This is an optimization exercise on Yosys and OpenROAD, whose aim is small area, not a production implementation.
The RTL was checked by simulation tests, not by an equivalence proof against the original design.
Power figures rest on the tool's default switching activity, not on a simulated workload.

## trial 90
## pccpu
module pccpu(
	input clock, reset,
	input start, enable,
	input [15:0] d_datain, i_datain,
	input [3:0] select_y,
	output [7:0] i_addr,
	output [7:0] d_addr,
	output d_we,
	output [15:0] y,
	output [15:0] d_dataout
	);
For scale: about 1400 cells after synthesis.
Settings: LEC_CHECK=0, CAP_MARGIN=20, CORE_MARGIN=2, CORE_UTILIZATION=45, SLEW_MARGIN=20; clock period 8.0 ns.
standard.sh (not shown) runs the stock make flow with config.mk's settings and CLKGATE_MAP_FILE= SYNTH_SCRIPT=/design/flow/synth_recipe.tcl, a recipe that flattens the netlist after the stock synthesis.
==> flow/flow/run.sh <==
#!/bin/bash
# Own layout flow: the standard layout (standard.sh) with these changes.
#  1. Synthesis is the standard flow's own script (synth_recipe.tcl, which sources ORFS's synth.tcl),
#     except that ABC maps the logic with flow/abc_area.script, an area-oriented script,
#     in place of ORFS's delay-oriented one. Registers are untouched: ABC runs without -dff,
#     after dfflibmap, so register names and cells are those of the standard synthesis.
#     ORFS's adder step (extract_fa, which maps full and half adders to fa/ha cells that
#     ABC cannot optimise through) is skipped: ABC maps the adders with the rest.
#  2. Port buffers are sky130_fd_sc_hd__buf_1 (every port still gets its own buffer).
#  3. Clock tree: larger sink clusters, driven by clkbuf_16, without dummy loads.
# Each tool's full output goes to a log file of its own in this folder.
set -euo pipefail
W=$PWD
CLUSTER="${CLUSTER:-20 -sink_clustering_max_diameter 80}"

sed "s#log_cmd abc {\*}\$abc_args#log_cmd abc -script $W/flow/abc_area.script {*}[lrange \$abc_args 2 end]#" \
  "$FLOW_HOME/scripts/synth.tcl" > "$W/own_synth_main.tcl"
grep -q "flow/abc_area.script" "$W/own_synth_main.tcl"
sed "s#\$::env(SCRIPTS_DIR)/synth.tcl#$W/own_synth_main.tcl#" synth_recipe.tcl > "$W/own_synth.tcl"
grep -q "own_synth_main.tcl" "$W/own_synth.tcl"
sed "s#SYNTH_SCRIPT=[^ ]*#SYNTH_SCRIPT=$W/own_synth.tcl#" standard.sh > "$W/own_standard.sh"
grep -q "own_synth.tcl" "$W/own_standard.sh"

bash "$W/own_standard.sh" ADDER_MAP_FILE= synth > "$W/synth.log" 2>&1
bash standard.sh "BUFFER_PORTS_ARGS=-buffer_cell sky130_fd_sc_hd__buf_1" \
  "CTS_ARGS=-sink_clustering_enable -repair_clock_nets -sink_clustering_size $CLUSTER -buf_list sky130_fd_sc_hd__clkbuf_16 -dont_use_dummy_load" \
  finish > "$W/layout.log" 2>&1
test -s out/final.def
==> flow/flow/abc_area.script <==
&get -n
&st
&dc2
&dch -f
&nf -R 1000 -p -C 32 -F 8 -A 4
&put
Trial 90: no failed stages, no open violations at the end
Modified inputs, trial 66 compared to trial 90
# trial 90
export LEC_CHECK = 0
export CAP_MARGIN = 20
export CORE_MARGIN = 2
export CORE_UTILIZATION = 45
export SLEW_MARGIN = 20
create_clock -name core_clock -period 8.0 [get_ports {clock}]
# trial 66
export LEC_CHECK = 0
export CAP_MARGIN = 0
export CORE_MARGIN = 2
export CORE_UTILIZATION = 45
export SLEW_MARGIN = 0
create_clock -name core_clock -period 8.0 [get_ports {clock}]
--- outcome ---
- Summary of trial 66 over trial 90: first-iteration DRC count decreased by about 12% relative to the old numbers, global-route usage flat, setup slack lost 240 ps.
- Trial 90 consumes more power than trial 66.
- What the final checks of trial 66 revealed, after a flow that finished every stage, was a layout that fails on max-capacitance violations, max-slew violations.
- Trial 90 -> trial 66: estimated wirelength of the detail-placed design flat
- Compared with trial 90, in trial 66 arrival time of data at the critical path endpoint saw an increase; combined area of the multi-input logic cells level; worst voltage drop across the vdd grid now larger.
- Summary of trial 66 over trial 90: finished layout cell area essentially unchanged; total placed instance area roughly the same.

* * *

## maple
pccpu again, from the RTL that the note above started with.
==> flow/config.mk <==
export PLATFORM = sky130hd
export DESIGN_NAME = pccpu
export DESIGN_NICKNAME = pccpu
export VERILOG_FILES = /design/flow/design.v
export SDC_FILE = /design/flow/constraint.sdc
export NUM_CORES = 4
export LEC_CHECK = 0
export CAP_MARGIN = 0
export CORE_MARGIN = 2
export CORE_UTILIZATION = 45
export SLEW_MARGIN = 0
==> flow/constraint.sdc <==
create_clock -name core_clock -period 8.0 [get_ports {clock}]
set_input_delay 1.6000 -clock core_clock [delete_from_list [all_inputs] [get_ports {clock}]]
set_output_delay 1.6000 -clock core_clock [all_outputs]
set_load 0.01 [all_outputs]
==> flow/flow/run.sh <==
#!/bin/bash
# Own layout flow: the standard layout (standard.sh) with these changes.
#  1. Synthesis is the standard flow's own script (synth_recipe.tcl, which sources ORFS's synth.tcl),
#     except that ABC maps the logic with flow/abc_area.script, an area-oriented script,
#     in place of ORFS's delay-oriented one. Registers are untouched: ABC runs without -dff,
#     after dfflibmap, so register names and cells are those of the standard synthesis.
#  2. Port buffers are sky130_fd_sc_hd__buf_1 (every port still gets its own buffer).
#  3. Clock tree: larger sink clusters, driven by clkbuf_16, without dummy loads.
# Each tool's full output goes to a log file of its own in this folder.
set -euo pipefail
W=$PWD
CLUSTER="${CLUSTER:-20 -sink_clustering_max_diameter 80}"

sed "s#log_cmd abc {\*}\$abc_args#log_cmd abc -script $W/flow/abc_area.script {*}[lrange \$abc_args 2 end]#" \
  "$FLOW_HOME/scripts/synth.tcl" > "$W/own_synth_main.tcl"
grep -q "flow/abc_area.script" "$W/own_synth_main.tcl"
sed "s#\$::env(SCRIPTS_DIR)/synth.tcl#$W/own_synth_main.tcl#" synth_recipe.tcl > "$W/own_synth.tcl"
grep -q "own_synth_main.tcl" "$W/own_synth.tcl"
sed "s#SYNTH_SCRIPT=[^ ]*#SYNTH_SCRIPT=$W/own_synth.tcl#" standard.sh > "$W/own_standard.sh"
grep -q "own_synth.tcl" "$W/own_standard.sh"

bash "$W/own_standard.sh" synth > "$W/synth.log" 2>&1
bash standard.sh "BUFFER_PORTS_ARGS=-buffer_cell sky130_fd_sc_hd__buf_1" \
  "CTS_ARGS=-sink_clustering_enable -repair_clock_nets -sink_clustering_size $CLUSTER -buf_list sky130_fd_sc_hd__clkbuf_16 -dont_use_dummy_load" \
  finish > "$W/layout.log" 2>&1
test -s out/final.def
Scripts as last shown in full above: flow/flow/abc_area.script
No stage failed in maple, and the final checks on the layout all came back clean.
The inputs of onyx differ from those of maple as listed below.
# maple
export LEC_CHECK = 0
export CAP_MARGIN = 0
export CORE_MARGIN = 2
export CORE_UTILIZATION = 45
export SLEW_MARGIN = 0
create_clock -name core_clock -period 8.0 [get_ports {clock}]
# onyx
export LEC_CHECK = 0
export CAP_MARGIN = 20
export CORE_MARGIN = 2
export CORE_UTILIZATION = 45
export SLEW_MARGIN = 20
create_clock -name core_clock -period 8.0 [get_ports {clock}]
Notes after the runs:
Leakage dissipation of maple is on par with onyx.
Compared onyx against maple; area share of and/or/nand/nor cells after synthesis within noise.
From maple to onyx the numbers moved as follows: worst setup margin went down; final design area excluding fillers neither gained nor lost much.
What amber does differently from onyx at the input level:
# onyx
export LEC_CHECK = 0
export CAP_MARGIN = 20
export CORE_MARGIN = 2
export CORE_UTILIZATION = 45
export SLEW_MARGIN = 20
create_clock -name core_clock -period 8.0 [get_ports {clock}]
# amber
export LEC_CHECK = 0
export CAP_MARGIN = 20
export CORE_MARGIN = 2
export CORE_UTILIZATION = 40
export SLEW_MARGIN = 20
create_clock -name core_clock -period 8.0 [get_ports {clock}]
==> flow/flow/run.sh <==
#!/bin/bash
# Own layout flow: the standard layout (standard.sh) with two changes.
#  1. Synthesis is the standard flow's own script (synth_recipe.tcl, which sources ORFS's synth.tcl),
#     except that ABC maps the logic with flow/abc_area.script, an area-oriented script,
#     in place of ORFS's delay-oriented one. Registers are untouched: ABC runs without -dff,
#     after dfflibmap, so register names and cells are those of the standard synthesis.
#  2. Port buffers are sky130_fd_sc_hd__buf_1 (every port still gets its own buffer).
# Each tool's full output goes to a log file of its own in this folder.
set -euo pipefail
W=$PWD

sed "s#log_cmd abc {\*}\$abc_args#log_cmd abc -script $W/flow/abc_area.script {*}[lrange \$abc_args 2 end]#" \
  "$FLOW_HOME/scripts/synth.tcl" > "$W/own_synth_main.tcl"
grep -q "flow/abc_area.script" "$W/own_synth_main.tcl"
sed "s#\$::env(SCRIPTS_DIR)/synth.tcl#$W/own_synth_main.tcl#" synth_recipe.tcl > "$W/own_synth.tcl"
grep -q "own_synth_main.tcl" "$W/own_synth.tcl"
sed "s#SYNTH_SCRIPT=[^ ]*#SYNTH_SCRIPT=$W/own_synth.tcl#" standard.sh > "$W/own_standard.sh"
grep -q "own_synth.tcl" "$W/own_standard.sh"

bash "$W/own_standard.sh" synth > "$W/synth.log" 2>&1
bash standard.sh "BUFFER_PORTS_ARGS=-buffer_cell sky130_fd_sc_hd__buf_1" finish > "$W/layout.log" 2>&1
test -s out/final.def
==> flow/flow/abc_area.script <==
&get -n
&st
&dch
&nf -R 1000 -p
&put
- amber: flow completed, timing, DRC and antenna clean
- Per the comparison of amber with onyx, post-layout utilization of the core lost 3.9 points; first-iteration DRC count lower.
- | net switching power figure | lower: onyx |
- [compare] base=onyx new=amber: share of cell area taken by multi-input logic gates saw a decrease, cell area after layout saw an increase.
- Re setup slack: amber is 110 ps up on onyx.
- From onyx to amber the numbers moved as follows: overall die area +about 14%; overall power consumption increased by 9.6% relative to the old numbers; synthesized flop and latch total held; required time of the worst setup path went up.
What violet does differently from amber at the input level:
==> flow/flow/run.sh <==
#!/bin/bash
# Own layout flow: the standard layout (standard.sh) with these changes.
#  1. Synthesis is the standard flow's own script (synth_recipe.tcl, which sources ORFS's synth.tcl),
#     except that ABC maps the logic with flow/abc_area.script, an area-oriented script,
#     in place of ORFS's delay-oriented one. Registers are untouched: ABC runs without -dff,
#     after dfflibmap, so register names and cells are those of the standard synthesis.
#     ORFS's adder step (extract_fa, which maps full and half adders to fa/ha cells that
#     ABC cannot optimise through) is skipped: ABC maps the adders with the rest.
#  2. Port buffers are sky130_fd_sc_hd__buf_1 (every port still gets its own buffer).
#  3. Clock tree: larger sink clusters, driven by clkbuf_16, without dummy loads.
# Each tool's full output goes to a log file of its own in this folder.
set -euo pipefail
W=$PWD
CLUSTER="${CLUSTER:-20 -sink_clustering_max_diameter 80}"

sed "s#log_cmd abc {\*}\$abc_args#log_cmd abc -script $W/flow/abc_area.script {*}[lrange \$abc_args 2 end]#" \
  "$FLOW_HOME/scripts/synth.tcl" > "$W/own_synth_main.tcl"
grep -q "flow/abc_area.script" "$W/own_synth_main.tcl"
sed "s#\$::env(SCRIPTS_DIR)/synth.tcl#$W/own_synth_main.tcl#" synth_recipe.tcl > "$W/own_synth.tcl"
grep -q "own_synth_main.tcl" "$W/own_synth.tcl"
sed "s#SYNTH_SCRIPT=[^ ]*#SYNTH_SCRIPT=$W/own_synth.tcl#" standard.sh > "$W/own_standard.sh"
grep -q "own_synth.tcl" "$W/own_standard.sh"

bash "$W/own_standard.sh" ADDER_MAP_FILE= synth > "$W/synth.log" 2>&1
bash standard.sh "BUFFER_PORTS_ARGS=-buffer_cell sky130_fd_sc_hd__buf_1" \
  "CTS_ARGS=-sink_clustering_enable -repair_clock_nets -sink_clustering_size $CLUSTER -buf_list sky130_fd_sc_hd__clkbuf_16 -dont_use_dummy_load" \
  finish > "$W/layout.log" 2>&1
test -s out/final.def
==> flow/flow/abc_area.script <==
&get -n
&st
&dc2
&dch -f
&nf -R 1000 -p -C 32 -F 8 -A 4
&put
--- outcome ---
Compared with amber, in violet post-synthesis share of cell area spent on xor and xnor gates rose 0.90 points, layout clock buffer count has decreased.
Re quantity of I/O buffers inserted on ports: no difference whatsoever between violet and amber.
Re number of tap instances: violet is 7 down on amber.
Row routed wire length: violet higher / amber lower
Floorplan check, violet vs amber: die outline smaller in violet
Worst slack at placement up 2050 ps in violet wrt amber
violet against amber; first-iteration DRC count is up by a few percent.
Diff amber -> violet | reported combinational group power | down by a little under 10%

-- port drivers added, routing unchanged --
The results above use ideal ports. As a check the final layouts listed here were re-extracted and re-timed, cells and wires unchanged.
Step 1 assumes that a clkbuf_16 drives the clock port and a buf_2 every other input.
Step 2 also shifts input and output timing later by t, the mid clock arrival at the registers, as if the neighbouring blocks saw the same clock.
a / b / c = ideal ports / drivers / drivers and shift; a / b = the first two.
run | t (ns) | setup WS [ns] | worst setup path after step 2 | latest minus earliest clock arrival (ns) | pins driven straight from the clock port
trial 90 | 0.592 | 1.915 / 1.915 / 1.915 | register to register | 0.053 / 0.052 | 1
trial 66 | 0.570 | 1.677 / 1.677 / 1.677 | register to register | 0.075 / 0.076 | 1
maple | 0.568 | 0.371 / 0.371 / 0.371 | register to register | 0.063 / 0.064 | 1
onyx | 0.569 | 0.330 / 0.330 / 0.330 | register to register | 0.063 / 0.064 | 1
amber | 0.645 | 0.441 / 0.441 / 0.441 | register to register | 0.024 / 0.025 | 1
violet | 0.605 | 1.799 / 1.799 / 1.799 | register to register | 0.049 / 0.049 | 1
